What follows belongs to an exercise in optimizing a design on an open flow for small area; a production flow would make more cautious choices. Function was checked by simulation only, so behaviour that the tests miss may differ from the original. Power is estimated from default activity; no workload was simulated.

--- flow/design.v ---
module Fc_Lane (
    input clk,
    input rstn,
    input ena,
    input ena_add,
    input pv,
    input sel0,
    input sel1,
    input sel2,
    input hold_q,
    input [7:0] in_data,
    input [7:0] weight,
    input [7:0] bias,
    output [7:0] result
);
reg [7:0] d;
reg [7:0] w;
always @( posedge clk ) begin
    d <= in_data;
    w <= weight;
end
wire [7:0] dg = d & {8{pv}};
wire [7:0] bs = bias;
reg [23:0] acc;
reg [23:0] b;
reg [23:0] r;
reg [7:0] q;
reg [7:0] s1;
reg [7:0] s2;
wire [23:0] acc_n;
wire [23:0] b_n;
wire [7:0] q_n;
    wire pp0 = dg[0] & w[0];
    wire pp1 = dg[0] & w[1];
    wire pp2 = dg[0] & w[2];
    wire pp3 = dg[0] & w[3];
    wire pp4 = dg[0] & w[4];
    wire pp5 = dg[0] & w[5];
    wire pp6 = dg[0] & w[6];
    wire pn7 = ~(dg[0] & w[7]);
    wire pp8 = dg[1] & w[0];
    wire pp9 = dg[1] & w[1];
    wire pp10 = dg[1] & w[2];
    wire pp11 = dg[1] & w[3];
    wire pp12 = dg[1] & w[4];
    wire pp13 = dg[1] & w[5];
    wire pp14 = dg[1] & w[6];
    wire pn15 = ~(dg[1] & w[7]);
    wire pp16 = dg[2] & w[0];
    wire pp17 = dg[2] & w[1];
    wire pp18 = dg[2] & w[2];
    wire pp19 = dg[2] & w[3];
    wire pp20 = dg[2] & w[4];
    wire pp21 = dg[2] & w[5];
    wire pp22 = dg[2] & w[6];
    wire pn23 = ~(dg[2] & w[7]);
    wire pp24 = dg[3] & w[0];
    wire pp25 = dg[3] & w[1];
    wire pp26 = dg[3] & w[2];
    wire pp27 = dg[3] & w[3];
    wire pp28 = dg[3] & w[4];
    wire pp29 = dg[3] & w[5];
    wire pp30 = dg[3] & w[6];
    wire pn31 = ~(dg[3] & w[7]);
    wire pp32 = dg[4] & w[0];
    wire pp33 = dg[4] & w[1];
    wire pp34 = dg[4] & w[2];
    wire pp35 = dg[4] & w[3];
    wire pp36 = dg[4] & w[4];
    wire pp37 = dg[4] & w[5];
    wire pp38 = dg[4] & w[6];
    wire pn39 = ~(dg[4] & w[7]);
    wire pp40 = dg[5] & w[0];
    wire pp41 = dg[5] & w[1];
    wire pp42 = dg[5] & w[2];
    wire pp43 = dg[5] & w[3];
    wire pp44 = dg[5] & w[4];
    wire pp45 = dg[5] & w[5];
    wire pp46 = dg[5] & w[6];
    wire pn47 = ~(dg[5] & w[7]);
    wire pp48 = dg[6] & w[0];
    wire pp49 = dg[6] & w[1];
    wire pp50 = dg[6] & w[2];
    wire pp51 = dg[6] & w[3];
    wire pp52 = dg[6] & w[4];
    wire pp53 = dg[6] & w[5];
    wire pp54 = dg[6] & w[6];
    wire pn55 = ~(dg[6] & w[7]);
    wire pp56 = dg[7] & w[0];
    wire pp57 = dg[7] & w[1];
    wire pp58 = dg[7] & w[2];
    wire pp59 = dg[7] & w[3];
    wire pp60 = dg[7] & w[4];
    wire pp61 = dg[7] & w[5];
    wire pp62 = dg[7] & w[6];
    wire pn63 = ~(dg[7] & w[7]);
    wire ag64 = acc[0] & ena_add;
    wire ag65 = acc[1] & ena_add;
    wire ag66 = acc[2] & ena_add;
    wire ag67 = acc[3] & ena_add;
    wire ag68 = acc[4] & ena_add;
    wire ag69 = acc[5] & ena_add;
    wire ag70 = acc[6] & ena_add;
    wire ag71 = acc[7] & ena_add;
    wire ag72 = acc[8] & ena_add;
    wire ag73 = acc[9] & ena_add;
    wire ag74 = acc[10] & ena_add;
    wire ag75 = acc[11] & ena_add;
    wire ag76 = acc[12] & ena_add;
    wire ag77 = acc[13] & ena_add;
    wire ag78 = acc[14] & ena_add;
    wire ag79 = acc[15] & ena_add;
    wire ag80 = acc[16] & ena_add;
    wire ag81 = acc[17] & ena_add;
    wire ag82 = acc[18] & ena_add;
    wire ag83 = acc[19] & ena_add;
    wire ag84 = acc[20] & ena_add;
    wire ag85 = acc[21] & ena_add;
    wire ag86 = acc[22] & ena_add;
    wire ag87 = acc[23] & ena_add;
    wire s88 = 1'b1 ^ pn7;
    wire c89 = 1'b1 & pn7;
    wire s90 = pp12 ^ pp19;
    wire c91 = pp12 & pp19;
    wire s92 = pp13 ^ pp20 ^ pp27;
    wire c93 = (pp13 & pp20) | (pp27 & (pp13 ^ pp20));
    wire s94 = pp34 ^ pp41;
    wire c95 = pp34 & pp41;
    wire s96 = pp14 ^ pp21 ^ pp28;
    wire c97 = (pp14 & pp21) | (pp28 & (pp14 ^ pp21));
    wire s98 = pp35 ^ pp42 ^ pp49;
    wire c99 = (pp35 & pp42) | (pp49 & (pp35 ^ pp42));
    wire s100 = pp56 ^ s88;
    wire c101 = pp56 & s88;
    wire s102 = pn15 ^ pp22 ^ pp29;
    wire c103 = (pn15 & pp22) | (pp29 & (pn15 ^ pp22));
    wire s104 = pp36 ^ pp43 ^ pp50;
    wire c105 = (pp36 & pp43) | (pp50 & (pp36 ^ pp43));
    wire s106 = pp57 ^ c89 ^ ag72;
    wire c107 = (pp57 & c89) | (ag72 & (pp57 ^ c89));
    wire s108 = pn23 ^ pp30 ^ pp37;
    wire c109 = (pn23 & pp30) | (pp37 & (pn23 ^ pp30));
    wire s110 = pp44 ^ pp51 ^ pp58;
    wire c111 = (pp44 & pp51) | (pp58 & (pp44 ^ pp51));
    wire s112 = pn31 ^ pp38 ^ pp45;
    wire c113 = (pn31 & pp38) | (pp45 & (pn31 ^ pp38));
    wire s114 = pp10 ^ pp17;
    wire c115 = pp10 & pp17;
    wire s116 = pp11 ^ pp18 ^ pp25;
    wire c117 = (pp11 & pp18) | (pp25 & (pp11 ^ pp18));
    wire s118 = pp32 ^ pp4;
    wire c119 = pp32 & pp4;
    wire s120 = pp26 ^ pp33 ^ pp40;
    wire c121 = (pp26 & pp33) | (pp40 & (pp26 ^ pp33));
    wire s122 = pp5 ^ s90 ^ ag69;
    wire c123 = (pp5 & s90) | (ag69 & (pp5 ^ s90));
    wire s124 = pp48 ^ pp6 ^ c91;
    wire c125 = (pp48 & pp6) | (c91 & (pp48 ^ pp6));
    wire s126 = s94 ^ s92 ^ ag70;
    wire c127 = (s94 & s92) | (ag70 & (s94 ^ s92));
    wire s128 = c95 ^ c93 ^ s96;
    wire c129 = (c95 & c93) | (s96 & (c95 ^ c93));
    wire s130 = s98 ^ s100 ^ ag71;
    wire c131 = (s98 & s100) | (ag71 & (s98 ^ s100));
    wire s132 = c97 ^ c99 ^ s102;
    wire c133 = (c97 & c99) | (s102 & (c97 ^ c99));
    wire s134 = s104 ^ c101 ^ s106;
    wire c135 = (s104 & c101) | (s106 & (s104 ^ c101));
    wire s136 = c103 ^ c105 ^ s108;
    wire c137 = (c103 & c105) | (s108 & (c103 ^ c105));
    wire s138 = s110 ^ ag73 ^ c107;
    wire c139 = (s110 & ag73) | (c107 & (s110 ^ ag73));
    wire s140 = pp52 ^ pp59 ^ c109;
    wire c141 = (pp52 & pp59) | (c109 & (pp52 ^ pp59));
    wire s142 = c111 ^ s112 ^ ag74;
    wire c143 = (c111 & s112) | (ag74 & (c111 ^ s112));
    wire s144 = pn39 ^ pp46 ^ pp53;
    wire c145 = (pn39 & pp46) | (pp53 & (pn39 ^ pp46));
    wire s146 = pp60 ^ c113 ^ ag75;
    wire c147 = (pp60 & c113) | (ag75 & (pp60 ^ c113));
    wire s148 = pn47 ^ pp54 ^ pp61;
    wire c149 = (pn47 & pp54) | (pp61 & (pn47 ^ pp54));
    wire s150 = pp16 ^ pp2;
    wire c151 = pp16 & pp2;
    wire s152 = pp24 ^ pp3 ^ s114;
    wire c153 = (pp24 & pp3) | (s114 & (pp24 ^ pp3));
    wire s154 = c115 ^ s118 ^ s116;
    wire c155 = (c115 & s118) | (s116 & (c115 ^ s118));
    wire s156 = c119 ^ c117 ^ s120;
    wire c157 = (c119 & c117) | (s120 & (c119 ^ c117));
    wire s158 = c121 ^ s124 ^ c123;
    wire c159 = (c121 & s124) | (c123 & (c121 ^ s124));
    wire s160 = c125 ^ s128 ^ c127;
    wire c161 = (c125 & s128) | (c127 & (c125 ^ s128));
    wire s162 = c129 ^ s132 ^ c131;
    wire c163 = (c129 & s132) | (c131 & (c129 ^ s132));
    wire s164 = c133 ^ s136 ^ c135;
    wire c165 = (c133 & s136) | (c135 & (c133 ^ s136));
    wire s166 = c137 ^ s140 ^ s142;
    wire c167 = (c137 & s140) | (s142 & (c137 ^ s140));
    wire s168 = s144 ^ c141 ^ c143;
    wire c169 = (s144 & c141) | (c143 & (s144 ^ c141));
    wire s170 = c145 ^ s148 ^ ag76;
    wire c171 = (c145 & s148) | (ag76 & (c145 ^ s148));
    wire s172 = pn55 ^ pp62 ^ c149;
    wire c173 = (pn55 & pp62) | (c149 & (pn55 ^ pp62));
    wire s174 = pp1 ^ pp8;
    wire c175 = pp1 & pp8;
    wire s176 = pp9 ^ s150 ^ ag66;
    wire c177 = (pp9 & s150) | (ag66 & (pp9 ^ s150));
    wire s178 = c151 ^ s152 ^ ag67;
    wire c179 = (c151 & s152) | (ag67 & (c151 ^ s152));
    wire s180 = c153 ^ s154 ^ ag68;
    wire c181 = (c153 & s154) | (ag68 & (c153 ^ s154));
    wire s182 = c155 ^ s156 ^ s122;
    wire c183 = (c155 & s156) | (s122 & (c155 ^ s156));
    wire s184 = c157 ^ s126 ^ s158;
    wire c185 = (c157 & s126) | (s158 & (c157 ^ s126));
    wire s186 = s130 ^ c159 ^ s160;
    wire c187 = (s130 & c159) | (s160 & (s130 ^ c159));
    wire s188 = c161 ^ s162 ^ s134;
    wire c189 = (c161 & s162) | (s134 & (c161 ^ s162));
    wire s190 = c163 ^ s138 ^ s164;
    wire c191 = (c163 & s138) | (s164 & (c163 ^ s138));
    wire s192 = c139 ^ s166 ^ c165;
    wire c193 = (c139 & s166) | (c165 & (c139 ^ s166));
    wire s194 = s146 ^ c167 ^ s168;
    wire c195 = (s146 & c167) | (s168 & (s146 ^ c167));
    wire s196 = c147 ^ s170 ^ c169;
    wire c197 = (c147 & s170) | (c169 & (c147 ^ s170));
    wire s198 = s172 ^ ag77 ^ c171;
    wire c199 = (s172 & ag77) | (c171 & (s172 ^ ag77));
    wire s200 = pn63 ^ c173 ^ ag78;
    wire c201 = (pn63 & c173) | (ag78 & (pn63 ^ c173));
    wire s202 = 1'b1 ^ ag79;
    wire c203 = 1'b1 & ag79;
    wire s204 = 1'b1 ^ ag80;
    wire c205 = 1'b1 & ag80;
    wire s206 = 1'b1 ^ ag81;
    wire c207 = 1'b1 & ag81;
    wire s208 = 1'b1 ^ ag82;
    wire c209 = 1'b1 & ag82;
    wire s210 = 1'b1 ^ ag83;
    wire c211 = 1'b1 & ag83;
    wire s212 = 1'b1 ^ ag84;
    wire c213 = 1'b1 & ag84;
    wire s214 = 1'b1 ^ ag85;
    wire c215 = 1'b1 & ag85;
    wire s216 = 1'b1 ^ ag86;
    wire c217 = 1'b1 & ag86;
    wire s218 = 1'b1 ^ ag87;
    wire c219 = 1'b1 & ag87;
    wire s220 = pp0 ^ ag64;
    wire c221 = pp0 & ag64;
    wire s222 = s174 ^ ag65;
    wire c223 = s174 & ag65;
    wire s224 = c175 ^ s176;
    wire c225 = c175 & s176;
    wire s226 = c177 ^ s178;
    wire c227 = c177 & s178;
    wire s228 = c179 ^ s180;
    wire c229 = c179 & s180;
    wire s230 = c181 ^ s182;
    wire c231 = c181 & s182;
    wire s232 = c183 ^ s184;
    wire c233 = c183 & s184;
    wire s234 = c185 ^ s186;
    wire c235 = c185 & s186;
    wire s236 = c187 ^ s188;
    wire c237 = c187 & s188;
    wire s238 = c189 ^ s190;
    wire c239 = c189 & s190;
    wire s240 = c191 ^ s192;
    wire c241 = c191 & s192;
    wire s242 = c193 ^ s194;
    wire c243 = c193 & s194;
    wire s244 = c195 ^ s196;
    wire c245 = c195 & s196;
    wire s246 = c197 ^ s198;
    wire c247 = c197 & s198;
    wire s248 = c199 ^ s200;
    wire c249 = c199 & s200;
    wire s250 = c201 ^ s202;
    wire c251 = c201 & s202;
    wire s252 = c203 ^ s204;
    wire c253 = c203 & s204;
    wire s254 = c205 ^ s206;
    wire c255 = c205 & s206;
    wire s256 = c207 ^ s208;
    wire c257 = c207 & s208;
    wire s258 = c209 ^ s210;
    wire c259 = c209 & s210;
    wire s260 = c211 ^ s212;
    wire c261 = c211 & s212;
    wire s262 = c213 ^ s214;
    wire c263 = c213 & s214;
    wire s264 = c215 ^ s216;
    wire c265 = c215 & s216;
    wire s266 = c217 ^ s218;
    wire c267 = c217 & s218;
    wire g268 = c223 | (s222 & c221);
    wire p269 = s222 & s220;
    wire g270 = c227 | (s226 & c225);
    wire p271 = s226 & s224;
    wire g272 = c231 | (s230 & c229);
    wire p273 = s230 & s228;
    wire g274 = c235 | (s234 & c233);
    wire p275 = s234 & s232;
    wire g276 = c239 | (s238 & c237);
    wire p277 = s238 & s236;
    wire g278 = c243 | (s242 & c241);
    wire p279 = s242 & s240;
    wire g280 = c247 | (s246 & c245);
    wire p281 = s246 & s244;
    wire g282 = c251 | (s250 & c249);
    wire p283 = s250 & s248;
    wire g284 = c255 | (s254 & c253);
    wire p285 = s254 & s252;
    wire g286 = c259 | (s258 & c257);
    wire p287 = s258 & s256;
    wire g288 = c263 | (s262 & c261);
    wire p289 = s262 & s260;
    wire g290 = c267 | (s266 & c265);
    wire p291 = s266 & s264;
    wire g292 = g270 | (p271 & g268);
    wire p293 = p271 & p269;
    wire g294 = g274 | (p275 & g272);
    wire p295 = p275 & p273;
    wire g296 = g278 | (p279 & g276);
    wire p297 = p279 & p277;
    wire g298 = g282 | (p283 & g280);
    wire p299 = p283 & p281;
    wire g300 = g286 | (p287 & g284);
    wire p301 = p287 & p285;
    wire g302 = g290 | (p291 & g288);
    wire p303 = p291 & p289;
    wire g304 = g294 | (p295 & g292);
    wire p305 = p295 & p293;
    wire g306 = g298 | (p299 & g296);
    wire p307 = p299 & p297;
    wire g308 = g302 | (p303 & g300);
    wire p309 = p303 & p301;
    wire g310 = g306 | (p307 & g304);
    wire p311 = p307 & p305;
    wire g312 = g308 | (p309 & g310);
    wire p313 = p309 & p311;
    wire g314 = g296 | (p297 & g304);
    wire p315 = p297 & p305;
    wire g316 = g300 | (p301 & g310);
    wire p317 = p301 & p311;
    wire g318 = g272 | (p273 & g292);
    wire p319 = p273 & p293;
    wire g320 = g276 | (p277 & g304);
    wire p321 = p277 & p305;
    wire g322 = g280 | (p281 & g314);
    wire p323 = p281 & p315;
    wire g324 = g284 | (p285 & g310);
    wire p325 = p285 & p311;
    wire g326 = g288 | (p289 & g316);
    wire p327 = p289 & p317;
    wire g328 = c225 | (s224 & g268);
    wire p329 = s224 & p269;
    wire g330 = c229 | (s228 & g292);
    wire p331 = s228 & p293;
    wire g332 = c233 | (s232 & g318);
    wire p333 = s232 & p319;
    wire g334 = c237 | (s236 & g304);
    wire p335 = s236 & p305;
    wire g336 = c241 | (s240 & g320);
    wire p337 = s240 & p321;
    wire g338 = c245 | (s244 & g314);
    wire p339 = s244 & p315;
    wire g340 = c249 | (s248 & g322);
    wire p341 = s248 & p323;
    wire g342 = c253 | (s252 & g310);
    wire p343 = s252 & p311;
    wire g344 = c257 | (s256 & g324);
    wire p345 = s256 & p325;
    wire g346 = c261 | (s260 & g316);
    wire p347 = s260 & p317;
    wire g348 = c265 | (s264 & g326);
    wire p349 = s264 & p327;
    wire s350 = s222 ^ c221;
    wire s351 = s224 ^ g268;
    wire s352 = s226 ^ g328;
    wire s353 = s228 ^ g292;
    wire s354 = s230 ^ g330;
    wire s355 = s232 ^ g318;
    wire s356 = s234 ^ g332;
    wire s357 = s236 ^ g304;
    wire s358 = s238 ^ g334;
    wire s359 = s240 ^ g320;
    wire s360 = s242 ^ g336;
    wire s361 = s244 ^ g314;
    wire s362 = s246 ^ g338;
    wire s363 = s248 ^ g322;
    wire s364 = s250 ^ g340;
    wire s365 = s252 ^ g310;
    wire s366 = s254 ^ g342;
    wire s367 = s256 ^ g324;
    wire s368 = s258 ^ g344;
    wire s369 = s260 ^ g316;
    wire s370 = s262 ^ g346;
    wire s371 = s264 ^ g326;
    wire s372 = s266 ^ g348;
    assign acc_n = {s372, s371, s370, s369, s368, s367, s366, s365, s364, s363, s362, s361, s360, s359, s358, s357, s356, s355, s354, s353, s352, s351, s350, s220};
    wire s373 = acc[0] ^ bs[0];
    wire c374 = acc[0] & bs[0];
    wire s375 = acc[1] ^ bs[1];
    wire c376 = acc[1] & bs[1];
    wire s377 = acc[2] ^ bs[2];
    wire c378 = acc[2] & bs[2];
    wire s379 = acc[3] ^ bs[3];
    wire c380 = acc[3] & bs[3];
    wire s381 = acc[4] ^ bs[4];
    wire c382 = acc[4] & bs[4];
    wire s383 = acc[5] ^ bs[5];
    wire c384 = acc[5] & bs[5];
    wire s385 = acc[6] ^ bs[6];
    wire c386 = acc[6] & bs[6];
    wire s387 = acc[7] ^ bs[7];
    wire c388 = acc[7] & bs[7];
    wire g389 = c376 | (s375 & c374);
    wire p390 = s375 & s373;
    wire g391 = c380 | (s379 & c378);
    wire p392 = s379 & s377;
    wire g393 = c384 | (s383 & c382);
    wire p394 = s383 & s381;
    wire g395 = c388 | (s387 & c386);
    wire p396 = s387 & s385;
    wire g397 = c378 | (s377 & g389);
    wire p398 = s377 & p390;
    wire g399 = g391 | (p392 & g389);
    wire p400 = p392 & p390;
    wire g401 = c386 | (s385 & g393);
    wire p402 = s385 & p394;
    wire g403 = g395 | (p396 & g393);
    wire p404 = p396 & p394;
    wire g405 = c382 | (s381 & g399);
    wire p406 = s381 & p400;
    wire g407 = g393 | (p394 & g399);
    wire p408 = p394 & p400;
    wire g409 = g401 | (p402 & g399);
    wire p410 = p402 & p400;
    wire g411 = g403 | (p404 & g399);
    wire p412 = p404 & p400;
    wire s413 = s375 ^ c374;
    wire s414 = s377 ^ g389;
    wire s415 = s379 ^ g397;
    wire s416 = s381 ^ g399;
    wire s417 = s383 ^ g405;
    wire s418 = s385 ^ g407;
    wire s419 = s387 ^ g409;
    wire inc420 = g411 & ~bs[7];
    wire dec421 = ~g411 & bs[7];
    wire s422 = acc[8] ^ (inc420 | dec421);
    wire s423 = acc[9] ^ ((inc420 & acc[8]) | (dec421 & ~acc[8]));
    wire on424 = acc[8] & acc[9];
    wire ze425 = ~acc[8] & ~acc[9];
    wire s426 = acc[10] ^ ((inc420 & on424) | (dec421 & ze425));
    wire on427 = on424 & acc[10];
    wire ze428 = ze425 & ~acc[10];
    wire s429 = acc[11] ^ ((inc420 & on427) | (dec421 & ze428));
    wire on430 = on427 & acc[11];
    wire ze431 = ze428 & ~acc[11];
    wire s432 = acc[12] ^ ((inc420 & on430) | (dec421 & ze431));
    wire on433 = on430 & acc[12];
    wire ze434 = ze431 & ~acc[12];
    wire s435 = acc[13] ^ ((inc420 & on433) | (dec421 & ze434));
    wire on436 = on433 & acc[13];
    wire ze437 = ze434 & ~acc[13];
    wire s438 = acc[14] ^ ((inc420 & on436) | (dec421 & ze437));
    wire on439 = on436 & acc[14];
    wire ze440 = ze437 & ~acc[14];
    wire s441 = acc[15] ^ ((inc420 & on439) | (dec421 & ze440));
    wire on442 = on439 & acc[15];
    wire ze443 = ze440 & ~acc[15];
    wire s444 = acc[16] ^ ((inc420 & on442) | (dec421 & ze443));
    wire on445 = on442 & acc[16];
    wire ze446 = ze443 & ~acc[16];
    wire s447 = acc[17] ^ ((inc420 & on445) | (dec421 & ze446));
    wire on448 = on445 & acc[17];
    wire ze449 = ze446 & ~acc[17];
    wire s450 = acc[18] ^ ((inc420 & on448) | (dec421 & ze449));
    wire on451 = on448 & acc[18];
    wire ze452 = ze449 & ~acc[18];
    wire s453 = acc[19] ^ ((inc420 & on451) | (dec421 & ze452));
    wire on454 = on451 & acc[19];
    wire ze455 = ze452 & ~acc[19];
    wire s456 = acc[20] ^ ((inc420 & on454) | (dec421 & ze455));
    wire on457 = on454 & acc[20];
    wire ze458 = ze455 & ~acc[20];
    wire s459 = acc[21] ^ ((inc420 & on457) | (dec421 & ze458));
    wire on460 = on457 & acc[21];
    wire ze461 = ze458 & ~acc[21];
    wire s462 = acc[22] ^ ((inc420 & on460) | (dec421 & ze461));
    wire on463 = on460 & acc[22];
    wire ze464 = ze461 & ~acc[22];
    wire s465 = acc[23] ^ ((inc420 & on463) | (dec421 & ze464));
    wire on466 = on463 & acc[23];
    wire ze467 = ze464 & ~acc[23];
    assign b_n = {s465, s462, s459, s456, s453, s450, s447, s444, s441, s438, s435, s432, s429, s426, s423, s422, s419, s418, s417, s416, s415, s414, s413, s373};
    wire m468 = sel0 & r[0];
    wire m469 = (sel0 & r[0]);
    wire m470 = sel0 & r[1];
    wire m471 = (sel0 & r[1]);
    wire m472 = sel0 & r[2];
    wire m473 = (sel0 & r[2]) | (sel1 & r[0]);
    wire m474 = sel0 & r[3];
    wire m475 = (sel1 & r[0]);
    wire m476 = (sel0 & r[3]) | (sel1 & r[1]);
    wire m477 = sel0 & r[4];
    wire m478 = (sel1 & r[1]) | (sel2 & r[0]);
    wire m479 = (sel0 & r[4]) | (sel1 & r[2]);
    wire m480 = sel0 & r[5];
    wire m481 = (sel0 & r[0]) | (sel1 & r[2]) | (sel2 & r[1]);
    wire m482 = (sel0 & r[5]) | (sel1 & r[3]);
    wire m483 = sel0 & r[6];
    wire m484 = (sel0 & r[1]) | (sel1 & r[3]) | (sel2 & r[2]);
    wire m485 = (sel0 & r[6]) | (sel1 & r[4]);
    wire m486 = sel0 & r[7];
    wire m487 = (sel0 & r[2]) | (sel1 & r[4]) | (sel2 & r[3]);
    wire m488 = (sel0 & r[7]) | (sel1 & r[5]);
    wire m489 = sel0 & r[8];
    wire m490 = (sel0 & r[3]) | (sel1 & r[5]) | (sel2 & r[4]);
    wire m491 = (sel0 & r[8]) | (sel1 & r[6]);
    wire m492 = sel0 & r[9];
    wire m493 = (sel0 & r[4]) | (sel1 & r[6]) | (sel2 & r[5]);
    wire m494 = (sel0 & r[9]) | (sel1 & r[7]);
    wire m495 = sel0 & r[10];
    wire m496 = (sel0 & r[5]) | (sel1 & r[7]) | (sel2 & r[6]);
    wire m497 = (sel0 & r[10]) | (sel1 & r[8]);
    wire m498 = sel0 & r[11];
    wire m499 = (sel0 & r[6]) | (sel1 & r[8]) | (sel2 & r[7]);
    wire m500 = (sel0 & r[11]) | (sel1 & r[9]);
    wire m501 = sel0 & r[12];
    wire m502 = (sel0 & r[7]) | (sel1 & r[9]) | (sel2 & r[8]);
    wire m503 = (sel0 & r[12]) | (sel1 & r[10]);
    wire m504 = sel0 & r[13];
    wire m505 = (sel0 & r[8]) | (sel1 & r[10]) | (sel2 & r[9]);
    wire m506 = (sel0 & r[13]) | (sel1 & r[11]);
    wire m507 = sel0 & r[14];
    wire m508 = (sel0 & r[9]) | (sel1 & r[11]) | (sel2 & r[10]);
    wire m509 = (sel0 & r[14]) | (sel1 & r[12]);
    wire m510 = sel0 & r[15];
    wire m511 = (sel0 & r[10]) | (sel1 & r[12]) | (sel2 & r[11]);
    wire m512 = (sel0 & r[15]) | (sel1 & r[13]);
    wire m513 = sel0 & r[16];
    wire m514 = (sel0 & r[11]) | (sel1 & r[13]) | (sel2 & r[12]);
    wire m515 = (sel0 & r[16]) | (sel1 & r[14]);
    wire m516 = sel0 & r[17];
    wire m517 = (sel0 & r[12]) | (sel1 & r[14]) | (sel2 & r[13]);
    wire m518 = (sel0 & r[17]) | (sel1 & r[15]);
    wire m519 = sel0 & r[18];
    wire m520 = (sel0 & r[13]) | (sel1 & r[15]) | (sel2 & r[14]);
    wire m521 = (sel0 & r[18]) | (sel1 & r[16]);
    wire m522 = sel0 & r[19];
    wire m523 = (sel0 & r[14]) | (sel1 & r[16]) | (sel2 & r[15]);
    wire m524 = (sel0 & r[19]) | (sel1 & r[17]);
    wire m525 = sel0 & r[20];
    wire m526 = (sel0 & r[15]) | (sel1 & r[17]) | (sel2 & r[16]);
    wire m527 = (sel0 & r[20]) | (sel1 & r[18]);
    wire m528 = sel0 & r[21];
    wire m529 = (sel0 & r[16]) | (sel1 & r[18]) | (sel2 & r[17]);
    wire m530 = (sel0 & r[21]) | (sel1 & r[19]);
    wire m531 = sel0 & r[22];
    wire m532 = (sel0 & r[17]) | (sel1 & r[19]) | (sel2 & r[18]);
    wire m533 = (sel0 & r[22]) | (sel1 & r[20]);
    wire s534 = r[0] ^ r[5];
    wire c535 = r[0] & r[5];
    wire s536 = r[1] ^ r[6] ^ m487;
    wire c537 = (r[1] & r[6]) | (m487 & (r[1] ^ r[6]));
    wire s538 = r[2] ^ r[7] ^ m490;
    wire c539 = (r[2] & r[7]) | (m490 & (r[2] ^ r[7]));
    wire s540 = r[3] ^ r[8] ^ m493;
    wire c541 = (r[3] & r[8]) | (m493 & (r[3] ^ r[8]));
    wire s542 = r[4] ^ r[9] ^ m496;
    wire c543 = (r[4] & r[9]) | (m496 & (r[4] ^ r[9]));
    wire s544 = r[10] ^ r[5] ^ m499;
    wire c545 = (r[10] & r[5]) | (m499 & (r[10] ^ r[5]));
    wire s546 = r[11] ^ r[6] ^ m502;
    wire c547 = (r[11] & r[6]) | (m502 & (r[11] ^ r[6]));
    wire s548 = r[12] ^ r[7] ^ m505;
    wire c549 = (r[12] & r[7]) | (m505 & (r[12] ^ r[7]));
    wire s550 = 1'b1 ^ r[13] ^ r[8];
    wire c551 = (1'b1 & r[13]) | (r[8] & (1'b1 ^ r[13]));
    wire s552 = m508 ^ m509;
    wire c553 = m508 & m509;
    wire s554 = r[14] ^ r[9] ^ m511;
    wire c555 = (r[14] & r[9]) | (m511 & (r[14] ^ r[9]));
    wire s556 = m512 ^ m513;
    wire c557 = m512 & m513;
    wire s558 = r[10] ^ r[15] ^ m514;
    wire c559 = (r[10] & r[15]) | (m514 & (r[10] ^ r[15]));
    wire s560 = m515 ^ m516;
    wire c561 = m515 & m516;
    wire s562 = r[11] ^ r[16] ^ m517;
    wire c563 = (r[11] & r[16]) | (m517 & (r[11] ^ r[16]));
    wire s564 = m518 ^ m519;
    wire c565 = m518 & m519;
    wire s566 = r[12] ^ r[17] ^ m520;
    wire c567 = (r[12] & r[17]) | (m520 & (r[12] ^ r[17]));
    wire s568 = m521 ^ m522;
    wire c569 = m521 & m522;
    wire s570 = r[13] ^ r[18] ^ m523;
    wire c571 = (r[13] & r[18]) | (m523 & (r[13] ^ r[18]));
    wire s572 = m524 ^ m525;
    wire c573 = m524 & m525;
    wire s574 = r[14] ^ r[19] ^ m526;
    wire c575 = (r[14] & r[19]) | (m526 & (r[14] ^ r[19]));
    wire s576 = m527 ^ m528;
    wire c577 = m527 & m528;
    wire s578 = r[15] ^ r[20] ^ m529;
    wire c579 = (r[15] & r[20]) | (m529 & (r[15] ^ r[20]));
    wire s580 = m530 ^ m531;
    wire c581 = m530 & m531;
    wire s582 = r[16] ^ r[21] ^ m532;
    wire c583 = (r[16] & r[21]) | (m532 & (r[16] ^ r[21]));
    wire s584 = r[2] ^ m475;
    wire c585 = r[2] & m475;
    wire s586 = r[3] ^ m478 ^ m479;
    wire c587 = (r[3] & m478) | (m479 & (r[3] ^ m478));
    wire s588 = r[4] ^ m481 ^ m482;
    wire c589 = (r[4] & m481) | (m482 & (r[4] ^ m481));
    wire s590 = s534 ^ m484 ^ m485;
    wire c591 = (s534 & m484) | (m485 & (s534 ^ m484));
    wire s592 = c535 ^ m488 ^ m489;
    wire c593 = (c535 & m488) | (m489 & (c535 ^ m488));
    wire s594 = m491 ^ m492 ^ c537;
    wire c595 = (m491 & m492) | (c537 & (m491 ^ m492));
    wire s596 = m494 ^ m495 ^ c539;
    wire c597 = (m494 & m495) | (c539 & (m494 ^ m495));
    wire s598 = m497 ^ m498 ^ c541;
    wire c599 = (m497 & m498) | (c541 & (m497 ^ m498));
    wire s600 = m500 ^ m501 ^ c543;
    wire c601 = (m500 & m501) | (c543 & (m500 ^ m501));
    wire s602 = m503 ^ m504 ^ c545;
    wire c603 = (m503 & m504) | (c545 & (m503 ^ m504));
    wire s604 = m506 ^ m507 ^ c547;
    wire c605 = (m506 & m507) | (c547 & (m506 ^ m507));
    wire s606 = s550 ^ m510 ^ s552;
    wire c607 = (s550 & m510) | (s552 & (s550 ^ m510));
    wire s608 = c551 ^ c553 ^ s556;
    wire c609 = (c551 & c553) | (s556 & (c551 ^ c553));
    wire s610 = c557 ^ s560 ^ c555;
    wire c611 = (c557 & s560) | (c555 & (c557 ^ s560));
    wire s612 = c561 ^ s564 ^ c559;
    wire c613 = (c561 & s564) | (c559 & (c561 ^ s564));
    wire s614 = c565 ^ s568 ^ c563;
    wire c615 = (c565 & s568) | (c563 & (c565 ^ s568));
    wire s616 = c569 ^ s572 ^ c567;
    wire c617 = (c569 & s572) | (c567 & (c569 ^ s572));
    wire s618 = c573 ^ s576 ^ c571;
    wire c619 = (c573 & s576) | (c571 & (c573 ^ s576));
    wire s620 = c577 ^ s580 ^ c575;
    wire c621 = (c577 & s580) | (c575 & (c577 ^ s580));
    wire s622 = m533 ^ c581 ^ c579;
    wire c623 = (m533 & c581) | (c579 & (m533 ^ c581));
    wire s624 = r[0] ^ m471;
    wire c625 = r[0] & m471;
    wire s626 = r[1] ^ m473 ^ m474;
    wire c627 = (r[1] & m473) | (m474 & (r[1] ^ m473));
    wire s628 = m476 ^ m477 ^ s584;
    wire c629 = (m476 & m477) | (s584 & (m476 ^ m477));
    wire s630 = m480 ^ c585 ^ s586;
    wire c631 = (m480 & c585) | (s586 & (m480 ^ c585));
    wire s632 = m483 ^ c587 ^ s588;
    wire c633 = (m483 & c587) | (s588 & (m483 ^ c587));
    wire s634 = m486 ^ c589 ^ s590;
    wire c635 = (m486 & c589) | (s590 & (m486 ^ c589));
    wire s636 = c591 ^ s536 ^ s592;
    wire c637 = (c591 & s536) | (s592 & (c591 ^ s536));
    wire s638 = c593 ^ s538 ^ s594;
    wire c639 = (c593 & s538) | (s594 & (c593 ^ s538));
    wire s640 = s540 ^ c595 ^ s596;
    wire c641 = (s540 & c595) | (s596 & (s540 ^ c595));
    wire s642 = s542 ^ c597 ^ s598;
    wire c643 = (s542 & c597) | (s598 & (s542 ^ c597));
    wire s644 = s544 ^ c599 ^ s600;
    wire c645 = (s544 & c599) | (s600 & (s544 ^ c599));
    wire s646 = s546 ^ c601 ^ s602;
    wire c647 = (s546 & c601) | (s602 & (s546 ^ c601));
    wire s648 = s548 ^ c603 ^ s604;
    wire c649 = (s548 & c603) | (s604 & (s548 ^ c603));
    wire s650 = c549 ^ s606 ^ c605;
    wire c651 = (c549 & s606) | (c605 & (c549 ^ s606));
    wire s652 = s554 ^ c607 ^ s608;
    wire c653 = (s554 & c607) | (s608 & (s554 ^ c607));
    wire s654 = s558 ^ c609 ^ s610;
    wire c655 = (s558 & c609) | (s610 & (s558 ^ c609));
    wire s656 = s562 ^ c611 ^ s612;
    wire c657 = (s562 & c611) | (s612 & (s562 ^ c611));
    wire s658 = s566 ^ c613 ^ s614;
    wire c659 = (s566 & c613) | (s614 & (s566 ^ c613));
    wire s660 = s570 ^ c615 ^ s616;
    wire c661 = (s570 & c615) | (s616 & (s570 ^ c615));
    wire s662 = s574 ^ c617 ^ s618;
    wire c663 = (s574 & c617) | (s618 & (s574 ^ c617));
    wire s664 = s578 ^ c619 ^ s620;
    wire c665 = (s578 & c619) | (s620 & (s578 ^ c619));
    wire s666 = s582 ^ c621 ^ s622;
    wire c667 = (s582 & c621) | (s622 & (s582 ^ c621));
    wire s668 = m469 ^ m470;
    wire c669 = m469 & m470;
    wire s670 = s624 ^ m472 ^ c669;
    wire c671 = (s624 & m472) | (c669 & (s624 ^ m472));
    wire s672 = c625 ^ s626 ^ c671;
    wire c673 = (c625 & s626) | (c671 & (c625 ^ s626));
    wire s674 = c627 ^ s628 ^ c673;
    wire c675 = (c627 & s628) | (c673 & (c627 ^ s628));
    wire s676 = c629 ^ s630 ^ c675;
    wire c677 = (c629 & s630) | (c675 & (c629 ^ s630));
    wire s678 = c631 ^ s632 ^ c677;
    wire c679 = (c631 & s632) | (c677 & (c631 ^ s632));
    wire s680 = c633 ^ s634 ^ c679;
    wire c681 = (c633 & s634) | (c679 & (c633 ^ s634));
    wire s682 = c635 ^ s636;
    wire c683 = c635 & s636;
    wire s684 = c637 ^ s638;
    wire c685 = c637 & s638;
    wire s686 = c639 ^ s640;
    wire c687 = c639 & s640;
    wire s688 = c641 ^ s642;
    wire c689 = c641 & s642;
    wire s690 = c643 ^ s644;
    wire c691 = c643 & s644;
    wire s692 = c645 ^ s646;
    wire c693 = c645 & s646;
    wire s694 = c647 ^ s648;
    wire c695 = c647 & s648;
    wire s696 = c649 ^ s650;
    wire c697 = c649 & s650;
    wire s698 = c651 ^ s652;
    wire c699 = c651 & s652;
    wire s700 = c653 ^ s654;
    wire c701 = c653 & s654;
    wire s702 = c655 ^ s656;
    wire c703 = c655 & s656;
    wire s704 = c657 ^ s658;
    wire c705 = c657 & s658;
    wire s706 = c659 ^ s660;
    wire c707 = c659 & s660;
    wire s708 = c661 ^ s662;
    wire c709 = c661 & s662;
    wire s710 = c663 ^ s664;
    wire c711 = c663 & s664;
    wire s712 = c665 ^ s666;
    wire c713 = c665 & s666;
    wire g714 = c683 | (s682 & c681);
    wire g715 = c685 | (s684 & g714);
    wire p716 = s684 & s682;
    wire g717 = c689 | (s688 & c687);
    wire p718 = s688 & s686;
    wire g719 = c693 | (s692 & c691);
    wire p720 = s692 & s690;
    wire g721 = c697 | (s696 & c695);
    wire p722 = s696 & s694;
    wire g723 = c701 | (s700 & c699);
    wire p724 = s700 & s698;
    wire g725 = c705 | (s704 & c703);
    wire p726 = s704 & s702;
    wire g727 = c709 | (s708 & c707);
    wire p728 = s708 & s706;
    wire g729 = c713 | (s712 & c711);
    wire p730 = s712 & s710;
    wire g731 = g717 | (p718 & g715);
    wire p732 = p718 & p716;
    wire g733 = g721 | (p722 & g719);
    wire p734 = p722 & p720;
    wire g735 = g725 | (p726 & g723);
    wire p736 = p726 & p724;
    wire g737 = g729 | (p730 & g727);
    wire p738 = p730 & p728;
    wire g739 = g733 | (p734 & g731);
    wire p740 = p734 & p732;
    wire g741 = g737 | (p738 & g735);
    wire p742 = p738 & p736;
    wire g743 = g741 | (p742 & g739);
    wire p744 = p742 & p740;
    wire g745 = g735 | (p736 & g739);
    wire p746 = p736 & p740;
    wire g747 = g719 | (p720 & g731);
    wire p748 = p720 & p732;
    wire g749 = g723 | (p724 & g739);
    wire p750 = p724 & p740;
    wire g751 = g727 | (p728 & g745);
    wire p752 = p728 & p746;
    wire g753 = c687 | (s686 & g715);
    wire p754 = s686 & p716;
    wire g755 = c691 | (s690 & g731);
    wire p756 = s690 & p732;
    wire g757 = c695 | (s694 & g747);
    wire p758 = s694 & p748;
    wire g759 = c699 | (s698 & g739);
    wire p760 = s698 & p740;
    wire g761 = c703 | (s702 & g749);
    wire p762 = s702 & p750;
    wire g763 = c707 | (s706 & g745);
    wire p764 = s706 & p746;
    wire g765 = c711 | (s710 & g751);
    wire p766 = s710 & p752;
    wire s767 = s682 ^ c681;
    wire s768 = s684 ^ g714;
    wire s769 = s686 ^ g715;
    wire s770 = s688 ^ g753;
    wire s771 = s690 ^ g731;
    wire s772 = s692 ^ g755;
    wire s773 = s694 ^ g747;
    wire s774 = s696 ^ g757;
    wire s775 = s698 ^ g739;
    wire s776 = s700 ^ g759;
    wire s777 = s702 ^ g749;
    wire s778 = s704 ^ g761;
    wire s779 = s706 ^ g745;
    wire s780 = s708 ^ g763;
    wire s781 = s710 ^ g751;
    wire s782 = s712 ^ g765;
    assign q_n = {s782, s781, s780, s779, s778, s777, s776, s775} & {8{~r[23]}};
always @( posedge clk or negedge rstn ) begin
    if ( !rstn ) acc <= '0;
    else acc <= acc_n;
end
always @( posedge clk or negedge rstn ) begin
    if ( !rstn ) begin
        b <= '0;
        r <= '0;
        q <= '0;
        s1 <= '0;
        s2 <= '0;
    end
    else if ( ena ) begin
        b <= b_n;
        r <= b;
        if ( !hold_q ) q <= q_n;
        s1 <= q;
        s2 <= s1;
    end
end
assign result = s2;
endmodule
module Full_Connect #
(
parameter BITWIDTH = 8,
parameter BITWIDTH_CAL = 24,
parameter NUM_PARA = 8
)
(
input clk,
input rstn,
input ena,
input ena_add,
input [1:0] select,
input [ NUM_PARA*BITWIDTH - 1 : 0 ] in_data,  
input [ NUM_PARA*BITWIDTH - 1 : 0 ] weight,  
input [ NUM_PARA*BITWIDTH - 1 : 0 ] bias,  
output [ NUM_PARA*BITWIDTH - 1 : 0 ] result  
);
reg pv;
always @( posedge clk or negedge rstn ) begin
    if ( !rstn ) pv <= 1'b0;
    else pv <= ena;
end
wire sel0 = ~select[1] & ~select[0];
wire sel1 = select[0];
wire sel2 = select[1];
wire hold_q = select[1] & select[0];
genvar i;
generate
for ( i = 0; i < NUM_PARA; i = i + 1 ) begin : lane
    Fc_Lane u (
        .clk(clk), .rstn(rstn), .ena(ena), .ena_add(ena_add), .pv(pv),
        .sel0(sel0), .sel1(sel1), .sel2(sel2), .hold_q(hold_q),
        .in_data(in_data[i*8 +: 8]), .weight(weight[i*8 +: 8]), .bias(bias[i*8 +: 8]),
        .result(result[i*8 +: 8])
    );
end
endgenerate
endmodule
--- flow/constraint.sdc ---
create_clock -name core_clock -period 6.0 [get_ports {clk}]
set_input_delay 1.2000 -clock core_clock [delete_from_list [all_inputs] [get_ports {clk}]]
set_output_delay 1.2000 -clock core_clock [all_outputs]
set_load 0.01 [all_outputs]
--- flow/flow/run.sh ---
#!/bin/bash
# Own flow: the standard synthesis, then a netlist pass that removes
# inverters by choosing the polarity of full adders and of gates that have an
# inverted twin cell (flow/bubble.py), then the standard layout with
# smaller port buffers and a clock tree without dummy loads.
set -euo pipefail
R=orfs/results/sky130hd/Full_Connect/base
LIB=$FLOW_HOME/platforms/sky130hd/lib/sky130_fd_sc_hd__tt_025C_1v80.lib
bash standard.sh synth > synth.log 2>&1
cp $R/1_2_yosys.v $R/1_2_yosys_std.v
python3 flow/bubble.py $R/1_2_yosys_std.v $R/1_2_yosys.v $LIB > bubble.log 2>&1
touch $R/1_2_yosys.v
bash standard.sh finish \
  "BUFFER_PORTS_ARGS=-buffer_cell sky130_fd_sc_hd__buf_1" \
  "CTS_ARGS=-sink_clustering_enable -repair_clock_nets -sink_clustering_size 20 -sink_clustering_max_diameter 60 -buf_list sky130_fd_sc_hd__clkbuf_16 -dont_use_dummy_load" \
  RECOVER_POWER=100 \
  > finish.log 2>&1
--- flow/config.mk ---
export PLATFORM = sky130hd
export DESIGN_NAME = Full_Connect
export DESIGN_NICKNAME = Full_Connect
export VERILOG_FILES = /design/flow/design.v
export SDC_FILE = /design/flow/constraint.sdc
export NUM_CORES = 4
export LEC_CHECK = 0
export ABC_AREA = 1
export CAP_MARGIN = 20
export CORE_MARGIN = 2
export CORE_UTILIZATION = 70
export PLACE_DENSITY = 0.8
export SETUP_SLACK_MARGIN = 0.05
export SLEW_MARGIN = 20
--- flow/flow/bubble.py ---
#!/usr/bin/env python3
"""Remove inverters in a Yosys netlist of sky130hd cells by choosing polarities.

Two kinds of cells can give their output in either polarity:
- fa_1 is self-dual: FA(~a, ~b, ~c) = (~cout, ~sum), so a full adder can be
  computed on complemented inputs, giving complemented outputs, at no cost;
- a single-output gate that has a twin cell with the same inputs and the
  complemented function (nand2/and2, a21oi/a21o, xor2/xnor2, mux2/mux2i, ...)
  can be swapped for that twin, at the difference in area.
The pass picks a polarity for each such cell (simulated annealing on total
area), then rebuilds the inverters: at most one per signal that some pin needs
in the complement of the polarity its driver gives. Registers, ports and the
logic function at every register input and output port are unchanged.

usage: bubble.py IN.v OUT.v LIBERTY
"""
import itertools
import math
import random
import re
import sys

INV = re.compile(r"^sky130_fd_sc_hd__inv_\d+$")
FA = "sky130_fd_sc_hd__fa_1"
OUT_PINS = {"X", "Y", "Q", "Q_N", "SUM", "COUT", "HI", "LO"}
INV_AREA = 3.7536


def read_lib(path):
    t = open(path).read()
    cells = {}
    for m in re.finditer(r'\n    cell \("(sky130_fd_sc_hd__\w+)"\) \{(.*?)\n    \}', t, re.S):
        name, body = m.group(1), m.group(2)
        area = float(re.search(r"\barea : ([\d.]+)", body).group(1))
        ins = []
        outs = []
        for pn, pb in re.findall(r'\n        pin \("(\w+)"\) \{(.*?)\n        \}', body, re.S):
            d = re.search(r'direction : "(\w+)"', pb)
            f = re.search(r'\bfunction : "([^"]*)"', pb)
            if not d:
                continue
            if d.group(1) == "input":
                ins.append(pn)
            elif d.group(1) == "output":
                outs.append((pn, f.group(1) if f else None))
        seq = "ff (" in body or "latch (" in body
        cells[name] = {"area": area, "ins": sorted(ins), "outs": outs, "seq": seq,
                       "dont": "dont_use : true" in body}
    return cells


def truth(func, ins):
    e = func.replace("!", " not ").replace("&", " and ").replace("|", " or ").replace("^", " != ")
    tt = []
    for vals in itertools.product([False, True], repeat=len(ins)):
        env = dict(zip(ins, vals))
        tt.append(bool(eval(e, {}, env)))
    return tuple(tt)


def twins(cells):
    """cell -> (twin cell, twin output pin) with complemented function."""
    bykey = {}
    for n, c in cells.items():
        if c["seq"] or len(c["outs"]) != 1 or c["outs"][0][1] is None or not c["ins"]:
            continue
        if "lpflow" in n or "probe" in n or c["dont"]:
            continue
        if len(c["ins"]) > 6:
            continue
        c["tt"] = truth(c["outs"][0][1], c["ins"])
        bykey.setdefault((tuple(c["ins"]), c["tt"]), []).append(n)
    res = {}
    for n, c in cells.items():
        if "tt" not in c:
            continue
        comp = tuple(not v for v in c["tt"])
        cand = bykey.get((tuple(c["ins"]), comp), [])
        if cand:
            best = min(cand, key=lambda x: cells[x]["area"])
            res[n] = (best, cells[best]["outs"][0][0])
    return res


def parse(text):
    m = re.search(r"^\s*(sky130_fd_sc_hd__\w+)\s", text, re.M)
    head = text[:m.start()]
    body = text[m.start():]
    end = body.rindex("endmodule")
    tail = body[end:]
    body = body[:end]
    cells = []
    for cm in re.finditer(r"(sky130_fd_sc_hd__\w+)\s+(\S+)\s*\((.*?)\);", body, re.S):
        pins = []
        for pm in re.finditer(r"\.(\w+)\(\s*((?:\\\S+\s)|[^()\s]+)\s*\)", cm.group(3)):
            pins.append([pm.group(1), pm.group(2).strip()])
        cells.append({"type": cm.group(1), "name": cm.group(2), "pins": pins})
    return head, cells, tail


def fmt_net(n):
    return n + " " if n.startswith("\\") else n


def main():
    lib = read_lib(sys.argv[3])
    tw = twins(lib)
    text = open(sys.argv[1]).read()
    head, cells, tail = parse(text)
    outputs = set()
    for m in re.finditer(r"^\s*output\s+(\[(\d+):(\d+)\]\s*)?(\S+);", head, re.M):
        if m.group(1):
            for i in range(int(m.group(3)), int(m.group(2)) + 1):
                outputs.add("%s[%d]" % (m.group(4), i))
        else:
            outputs.add(m.group(4))

    inv_of = {}
    for c in cells:
        if INV.match(c["type"]):
            p = dict(c["pins"])
            inv_of[p["Y"]] = p["A"]

    def root(n):
        par = 0
        seen = 0
        while n in inv_of:
            n = inv_of[n]
            par ^= 1
            seen += 1
            assert seen < 1000
        return n, par

    for o in outputs:
        assert o not in inv_of, "output port driven by an inverter: " + o

    others = [c for c in cells if not INV.match(c["type"])]
    var = []          # list of cells
    var_cost = []     # area change when flipped
    out_var = {}      # output net -> var index
    for c in others:
        if c["type"] == FA:
            v = len(var)
            var.append(c)
            var_cost.append(0.0)
            for pin, net in c["pins"]:
                if pin in ("SUM", "COUT"):
                    out_var[net] = v
        elif c["type"] in tw:
            outs = [net for pin, net in c["pins"] if pin in OUT_PINS]
            if len(outs) != 1 or outs[0] in outputs:
                continue
            v = len(var)
            var.append(c)
            var_cost.append(lib[tw[c["type"]][0]]["area"] - lib[c["type"]]["area"])
            out_var[outs[0]] = v
    var_index = {id(c): i for i, c in enumerate(var)}
    is_fa = [c["type"] == FA for c in var]

    cons = []
    for c in others:
        for k, (pin, net) in enumerate(c["pins"]):
            if pin in OUT_PINS:
                continue
            r, par = root(net)
            cons.append((c, k, r, par))
    flip = [0] * len(var)

    def phi(r):
        i = out_var.get(r)
        return flip[i] if i is not None else 0

    cnt = {}
    pins_of_var = [[] for _ in var]
    for j, (c, k, r, par) in enumerate(cons):
        cnt.setdefault(r, [0, 0])
        cnt[r][par] += 1
        i = var_index.get(id(c))
        if i is not None and is_fa[i]:
            pins_of_var[i].append(j)
    for o in outputs:
        cnt.setdefault(o, [0, 0])
        cnt[o][0] += 1
    outs_of_var = [[] for _ in var]
    for net, i in out_var.items():
        outs_of_var[i].append(net)

    def cost(r):
        c = cnt.get(r)
        if not c:
            return 0.0
        return INV_AREA if c[1 - phi(r)] > 0 else 0.0

    def apply_flip(i):
        for j in pins_of_var[i]:
            c, k, r, par = cons[j]
            q = par ^ flip[i]
            cnt[r][q] -= 1
            cnt[r][q ^ 1] += 1
        flip[i] ^= 1

    def flip_delta(i):
        roots = set(outs_of_var[i])
        for j in pins_of_var[i]:
            roots.add(cons[j][2])
        before = sum(cost(r) for r in roots) + (var_cost[i] if flip[i] else 0.0)
        apply_flip(i)
        after = sum(cost(r) for r in roots) + (var_cost[i] if flip[i] else 0.0)
        apply_flip(i)
        return after - before

    def total():
        return sum(cost(r) for r in cnt) + sum(var_cost[i] for i in range(len(var)) if flip[i])

    total0 = total()
    rng = random.Random(1)
    cur = total0
    best = cur
    best_flip = list(flip)
    n_it = 300 * max(1, len(var))
    for it in range(n_it):
        temp = 5.0 * (0.05 / 5.0) ** (it / n_it)
        i = rng.randrange(len(var))
        d = flip_delta(i)
        if d <= 0 or rng.random() < math.exp(-d / temp):
            apply_flip(i)
            cur += d
            if cur < best - 1e-9:
                best = cur
                best_flip = list(flip)
    for i in range(len(var)):
        if flip[i] != best_flip[i]:
            apply_flip(i)
    for it in range(50):
        changed = 0
        for i in range(len(var)):
            if flip_delta(i) < -1e-9:
                apply_flip(i)
                changed += 1
        if not changed:
            break
    total1 = total()

    new_inv = {}
    for j, (c, k, r, par) in enumerate(cons):
        i = var_index.get(id(c))
        q = par ^ (flip[i] if (i is not None and is_fa[i]) else 0)
        if q != phi(r):
            if r not in new_inv:
                new_inv[r] = "_bpinv%d_" % len(new_inv)
            c["pins"][k][1] = new_inv[r]
        else:
            c["pins"][k][1] = r
    nswap = 0
    for i, c in enumerate(var):
        if flip[i] and not is_fa[i]:
            t, opin = tw[c["type"]]
            c["type"] = t
            for p in c["pins"]:
                if p[0] in OUT_PINS:
                    p[0] = opin
            nswap += 1
    for o in outputs:
        assert phi(o) == 0
    out = [head]
    out.append("".join("  wire %s;\n" % n for n in new_inv.values()))
    for c in others:
        out.append("  %s %s (\n%s\n  );\n" % (c["type"], fmt_net(c["name"]),
                   ",\n".join("    .%s(%s)" % (p, fmt_net(n)) for p, n in c["pins"])))
    for r, n in new_inv.items():
        out.append("  sky130_fd_sc_hd__inv_1 %s (\n    .A(%s),\n    .Y(%s)\n  );\n" % (
            n.replace("inv", "invc"), fmt_net(r), n))
    out.append(tail)
    open(sys.argv[2], "w").write("".join(out))
    ninv = sum(1 for c in cells if INV.match(c["type"]))
    nfa = sum(is_fa)
    print("bubble: %d fa (%d flipped), %d twin gates (%d swapped); inverters %d -> %d; area %+.1f" % (
        nfa, sum(f for f, a in zip(flip, is_fa) if a), len(var) - nfa, nswap, ninv, len(new_inv),
        total1 - total0 - 0.0))


if __name__ == "__main__":
    main()
--- flow/standard.sh ---
#!/bin/bash
# synth_recipe.tcl (not shown) runs the flow's synth.tcl, then flattens the netlist and writes it again
# the make line also repeats each setting of config.mk as NAME=value (left out here)
make -C /OpenROAD-flow-scripts/flow DESIGN_CONFIG=/design/flow/config.mk WORK_HOME=/design/flow/orfs CLKGATE_MAP_FILE= SYNTH_SCRIPT=/design/flow/synth_recipe.tcl "${@:-finish}"
==> flow_metrics.tcl, run 1 <==
set metrics [dict create \
    tritoncts.num_buffers 88 \
    period_minus_slack_ns 5.67 \
    fmax_mhz 176 \
    crit_required_ns 6.60 \
    yosys_warnings 2 \
    grt_setup_unrepaired "yes" \
    drv_cap 12 \
    cts.clk_slew.worst_paths_ns 0.08 \
    routed_wl_um 173000 \
    antenna_left 0 \
    status "finished with violations" \
    p_leak_nw 40.1 \
    fp.dieW_um 325 \
    cts_tree "done" \
    syn_area_per_cell_um2 9.48 \
    rows 117 \
    grt_max_degree 238 \
    slew_headroom_pct -127 \
    drtPass1Iterations 6 \
    dp_cells 9128 \
    clkSinkCount 897 \
    grt_pass1_vias 54900 \
    so_faults "capacitance limit, slew limit" \
    grt_pass1_wl_um 284000 \
    critical_path_peak_fanout 45 \
    drtIter0Drc 4515 \
    startpoint_type "flip-flop" \
    die-area_um2 106000 \
    insertion_delay_ns 0.69 \
    worst-setup-path-type "flip-flop to flip-flop" \
    grt_overflow 0 \
    htreeDepth 3 \
    final_cells 9222 \
    cp-end-kind "flip-flop" \
    die_y_um 325 \
    num_io_pins 262 \
    synthesis.nets 9319 \
    gp_congestion 0.961 \
    synthCells 7617 \
    drv_slew 1320 \
    power.density_nw_per_um2 548 \
    layout-drive-gt1-share_pct 3.25 \
    max-vdd-ir-drop_mv 0.415 \
    period_share_pct 94.5 \
    worst_slew_pin_slew_ns 3.40 \
    antenna_found_initial 13 \
    skew_ns 0.0528 \
    hold_viol 0 \
    min_path_type "flip-flop to flip-flop" \
    io_buffers 261 \
    cts_root_buf "clkbuf_16" \
    nNetsFinal 9552 \
    initial_core_util_pct 70.8 \
    cp.arrival_ns 6.27 \
    holdPathStages 2 \
    syn_area_um2 72200 \
    reg2regPathDepth 23 \
    hpwl_um 137000 \
    vias 52700 \
    finalSetupViolations 0 \
    whs_ns 0.440 \
    coreArea_um2 102000 \
    vias_per_cell 5.72 \
    syn2layout_area_growth_pct 7.00 \
    drcViolationCount 0 \
    wl_per_cell_um 18.8 \
    clk_path_buf_depth 3 \
    track_usage_pct 33.8 \
]
==> sequential cells by signal, summed over array words and instances (netlist names) <==
signal / count
lane.u.q: 64
lane.u.w: 64
lane.u.r: 192
lane.u.s1: 64
lane.u.d: 64
lane.u.s2: 64
lane.u.b: 192
pv: 1
lane.u.acc: 192
==> through the flow <==
stage | area (µm²) | TNS (ns) | power (mW) | setup WS [ns] | utilization (%)
after global placement | 75200 | 0 | 35.8 | 0.100 | 73.7
after detailed placement | 75200 | -0.125 | 37.5 | -0.0756 | 73.7
after floorplan | 72200 | 0 | 30.1 | 0.0649 | -
after global routing | 77200 | 0 | 47.0 | 0.00591 | 75.7
after CTS | 77400 | 0 | 42.5 | 0.142 | 75.9
final | 77300 | 0 | 42.3 | 0.328 | 75.7
==> report_power, final <==
group / internal [mW] / switching, mW / total (mW) / leakage [nW]
logic: 12.0 / 15.0 / 27.0 / 28.5
registers: 8.36 / 2.15 / 10.5 / 10.5
clock network: 2.56 / 2.21 / 4.77 / 1.08
==> metal layers <==
layer  routed length (µm)  vias up  GRT usage (%)
met5                  188        -          0.725
met4                 4850       14           8.88
met3                15900      299           8.35
met2                77000     1883           51.2
met1                75000    26100           49.2
li1                     -    24500              -
==> critical path: stages, from the launching register on <==
cell and delay (ns):
dfrtp_2 0.39, buf_12 0.25, nand2_1 0.25, nor2_1 0.17, fa_1 0.44, fa_1 0.47, fa_1 0.54, fa_1 0.42
ha_1 0.33, and2_0 0.19, nand2_1 0.07, nand2_1 0.05, a41oi_1 0.25, o21ai_1 0.14, a31o_2 0.23, nand3_1 0.07
nand2_1 0.10, nand3_1 0.10, nand2_2 0.14, nand2_1 0.10, nand2_1 0.09, a21boi_0 0.25, fa_1 0.46, inv_1 0.06
==> cell usage in the layout, fill, tap and decap left out, drive strengths merged, types with 2 or more instances in the layout <==
master  count
o22ai      74
or2        61
a221o      11
dfxtp     128
fa        960
o221ai     26
a211o       8
a211oi     13
diode       6
buf       325
a21boi      8
xnor2     116
a31o        6
a21bo      26
o31ai       7
xor2      146
mux2i       2
nand2    1599
o21ai     593
or3         3
a21oi     183
nor2      583
o211ai     16
a22o        9
a41oi       5
a21o      115
nand4      10
a221oi     11
dfrtp     769
a31oi      21
ha        544
clkbuf    125
inv       983
nand3     126
and2      233
==> worst paths after layout <==
path                                             start                           to  slack [ns]
max                                       pv$_DFF_PN0_  lane[6].u.acc[22]$_DFF_PN0_        0.33
min                        lane[0].u.b[15]$_DFFE_PN0P_  lane[0].u.r[15]$_DFFE_PN0P_        0.44
max reg2reg                               pv$_DFF_PN0_  lane[6].u.acc[22]$_DFF_PN0_        0.33
min reg2reg                lane[0].u.b[15]$_DFFE_PN0P_  lane[0].u.r[15]$_DFFE_PN0P_        0.44
max in group asynchronous                         rstn  lane[7].u.b[16]$_DFFE_PN0P_        1.04
min in group asynchronous                         rstn   lane[4].u.acc[5]$_DFF_PN0_        1.43
==> area by class of cell <==
class | instances | area, µm²
Timing Repair Buffer | 362 | 1920
Antenna cell | 6 | 15.0
Clock buffer | 88 | 2200
Tap cell | 1368 | 1710
Sequential cell | 897 | 21800
Inverter | 985 | 3710
Multi-Input combinational cell | 5516 | 45900
Fill cell | 7300 | 24800
==> repair_timing <==
action | 4_1_cts | 5_1_grt
setup buffers | 0 | 0
resized for setup | 0 | 24
hold buffers | 0 | 0
setup endpoints to repair | 0 | 28
==> run 2, diff against run 1 <==
--- a/flow/flow/run.sh
+++ b/flow/flow/run.sh
@@ -13,5 +13,4 @@
 bash standard.sh finish \
   "BUFFER_PORTS_ARGS=-buffer_cell sky130_fd_sc_hd__buf_1" \
   "CTS_ARGS=-sink_clustering_enable -repair_clock_nets -sink_clustering_size 20 -sink_clustering_max_diameter 60 -buf_list sky130_fd_sc_hd__clkbuf_16 -dont_use_dummy_load" \
-  RECOVER_POWER=100 \
   > finish.log 2>&1
==> run 2 against run 1 <==
Highest routed layer unchanged. Clock skew about the same. Critical path type unchanged. Routed wire length shrank 0.12%. Combinational power about the same. Now clean on timing, DRC and antenna. Sequential power about the same. Largest power group unchanged.
==> flow_metrics.tcl, run 2 <==
set metrics [dict create \
    status "no timing/DRC/antenna violations" \
    crit_chain "buf_12, nand2_1, nor2_1, fa_1, fa_1, fa_1, fa_1, ha_1, and2_0, nand2_1, nand2_1, a41oi_1, o21ai_1, a31o_2, nand3_1, nand2_1, nand3_1, nand2_2, nand2_1, nand2_1, a21boi_0, fa_1, inv_1" \
    io_buffers 261 \
    tritoncts.num_buffers 88 \
    slew_headroom_pct 20.9 \
    critical_path_peak_fanout 45 \
    period_share_pct 94.5 \
    drtIter0Drc 4401 \
    die_y_um 325 \
    p_leak_nw 40.2 \
    worst_slew_pin_slew_ns 1.19 \
    fp.dieW_um 325 \
    initial_core_util_pct 70.8 \
    htreeDepth 3 \
    skew_ns 0.0526 \
    finalSetupViolations 0 \
    drcViolationCount 0 \
    cp_top_family "adder cells" \
    period_minus_slack_ns 5.67 \
    power_mw 42.4 \
    routed_wl_um 173000 \
    cpMostUsedCell "nand2_1" \
    syn2layout_area_growth_pct 7.30 \
    cts_setup_buffers 0 \
    holdPathStages 2 \
    vias_per_cell 5.71 \
    final_cells 9222 \
    cp.arrival_ns 6.27 \
    coreArea_um2 102000 \
    cts.clk_slew.worst_paths_ns 0.08 \
    syn_area_um2 72200 \
    finalWorstSetupSlack_ns 0.330 \
    tns_ns 0 \
    fmax_mhz 176 \
    detailed_place.area_um2 75200 \
    grt_pass1_wl_um 284000 \
    whs_ns 0.450 \
    power.density_nw_per_um2 547 \
    antenna_left 0 \
    n_fill_cell 7245 \
    place_ws_ns -0.0756 \
    gp_congestion 0.961 \
    final_common_cell "nand2_1" \
    hpwl_um 137000 \
    startpoint_type "flip-flop" \
    insertion_delay_ns 0.69 \
    max-vdd-ir-drop_mv 0.414 \
    cts_tree "done" \
    grt_max_degree 238 \
    syn_area_per_cell_um2 9.48 \
    cts_hold_buf 0 \
    mostFrequentLayoutCells "nand2_1, inv_1, fa_1" \
    layout-drive-gt1-share_pct 3.67 \
    cpPeakStageDelay_ns 0.54 \
    synthCells 7617 \
    dp_cells 9128 \
    critPathSlowestCell "fa_1" \
    post_cts_resized 0 \
    yosys_warnings 2 \
    drv_slew 0 \
    grt_pass1_vias 54900 \
    reg2regPathDepth 23 \
    cts_root_buf "clkbuf_16" \
    drv_cap 0 \
    num_io_pins 262 \
    reg.largest.list "lane.u.acc: 192 flops, lane.u.b: 192 flops, lane.u.r: 192 flops" \
    crit_required_ns 6.60 \
    hold_path_end "lane[0].u.r[15]$_DFFE_PN0P_" \
    cp-end-kind "flip-flop" \
    antenna_found_initial 13 \
    rows 117 \
    track_usage_pct 33.8 \
    rrSetupSlack_ns 0.33 \
    nNetsFinal 9552 \
    reg2reg_from "pv$_DFF_PN0_" \
    reg2reg_to "lane[6].u.acc[22]$_DFF_PN0_" \
    min_path_type "flip-flop to flip-flop" \
    utilization_pct 75.9 \
    vias 52700 \
    worst-setup-path-type "flip-flop to flip-flop" \
    crit_buf_inv 2 \
    wl_per_cell_um 18.7 \
    grt_setup_unrepaired "yes" \
    grt_overflow 0 \
    fin_area_um2 77500 \
    min_from "lane[0].u.b[15]$_DFFE_PN0P_" \
    drtPass1Iterations 7 \
    clk_path_buf_depth 3 \
    hold_viol 0 \
    die-area_um2 106000 \
    synthesis.nets 9319 \
    clkSinkCount 897 \
]
## run 2: changes by cell type in the layout (fill, tap and decap cells not counted), moves of 11 or more
cell      previous run  this run
clkbuf_1            21         0
buf_4               50        73
nor2_1             560       549
o21ai_0            577       566
nor2_2              23        34
o21ai_1             15        26
## run 2: how the worst max path moves through the flow
stage,startpoint,endpoint,slack [ns],cells after the start
2_1_floorplan,select[0],lane[2].u.q[7]$_DFFE_PN0P_,0.06,27
3_3_place_gp,select[0],lane[4].u.q[7]$_DFFE_PN0P_,0.10,26
3_5_place_dp,ena_add,lane[7].u.acc[23]$_DFF_PN0_,-0.08,21
4_1_cts,pv$_DFF_PN0_,lane[7].u.acc[22]$_DFF_PN0_,0.14,23
5_1_grt,pv$_DFF_PN0_,lane[5].u.acc[23]$_DFF_PN0_,0.006,24
6_report,pv$_DFF_PN0_,lane[6].u.acc[22]$_DFF_PN0_,0.33,23
## run 2: power breakdown
group,leakage (nW),internal [mW],switching [mW]
logic,28.6,12.0,15.0
clock network,1.08,2.56,2.21
registers,10.5,8.35,2.15
## run 2: layout make-up
| type | count | area [µm²] | share of cell area [%] |
|---|---|---|---|
| Antenna cell | 6 | 15.0 | 0.0194 |
| Clock buffer | 88 | 2200 | 2.84 |
| Inverter | 985 | 3710 | 4.79 |
| Multi-Input combinational cell | 5516 | 45900 | 59.3 |
| Sequential cell | 897 | 21800 | 28.1 |
| Tap cell | 1368 | 1710 | 2.21 |
| Timing Repair Buffer | 362 | 2100 | 2.71 |
## run 2: tightest hold or removal path, cell delays in order, from the launching register on
cell	delay [ns]
dfrtp_1	0.35
nand2_1	0.05
o21ai_0	0.06
## run 2: metal layers
layer / track usage, % / routed length [µm] / part of all wire, %
met1: 49.2 / 75300 / 44
met2: 51.2 / 76900 / 45
met3: 8.35 / 15600 / 9.0
met4: 8.88 / 4760 / 2.8
met5: 0.725 / 188 / 0.11

-- separate check: timing with driven ports --
The flow's constraints put no driver on any port. The routed layouts listed below were extracted and timed again, unchanged, in two steps. Step 1 (the two cells are an assumption about what drives the block):
set clk [get_ports {clk}]
set_driving_cell -lib_cell sky130_fd_sc_hd__clkbuf_16 $clk
set_driving_cell -lib_cell sky130_fd_sc_hd__buf_2 [delete_from_list [all_inputs] $clk]
Step 2 also shifts input and output timing later by t, the mid clock arrival at the registers, as if the neighbouring blocks saw the same clock. Slacks: no drivers / after step 1 / after step 2; pairs: no drivers / after step 1.
run	shift t [ns]	setup WS [ns]	hold WS [ns]	worst setup path after step 2
run 1	0.727	0.328 / 0.328 / -0.328	0.440 / 0.440 / 0.440	input to register
run 2	0.730	0.330 / 0.330 / -0.014	0.450 / 0.450 / 0.450	input to register
For run 1, which loses most, drivers alone change the setup slack by 0.000 ns; drivers and shift together by -0.656 ns.
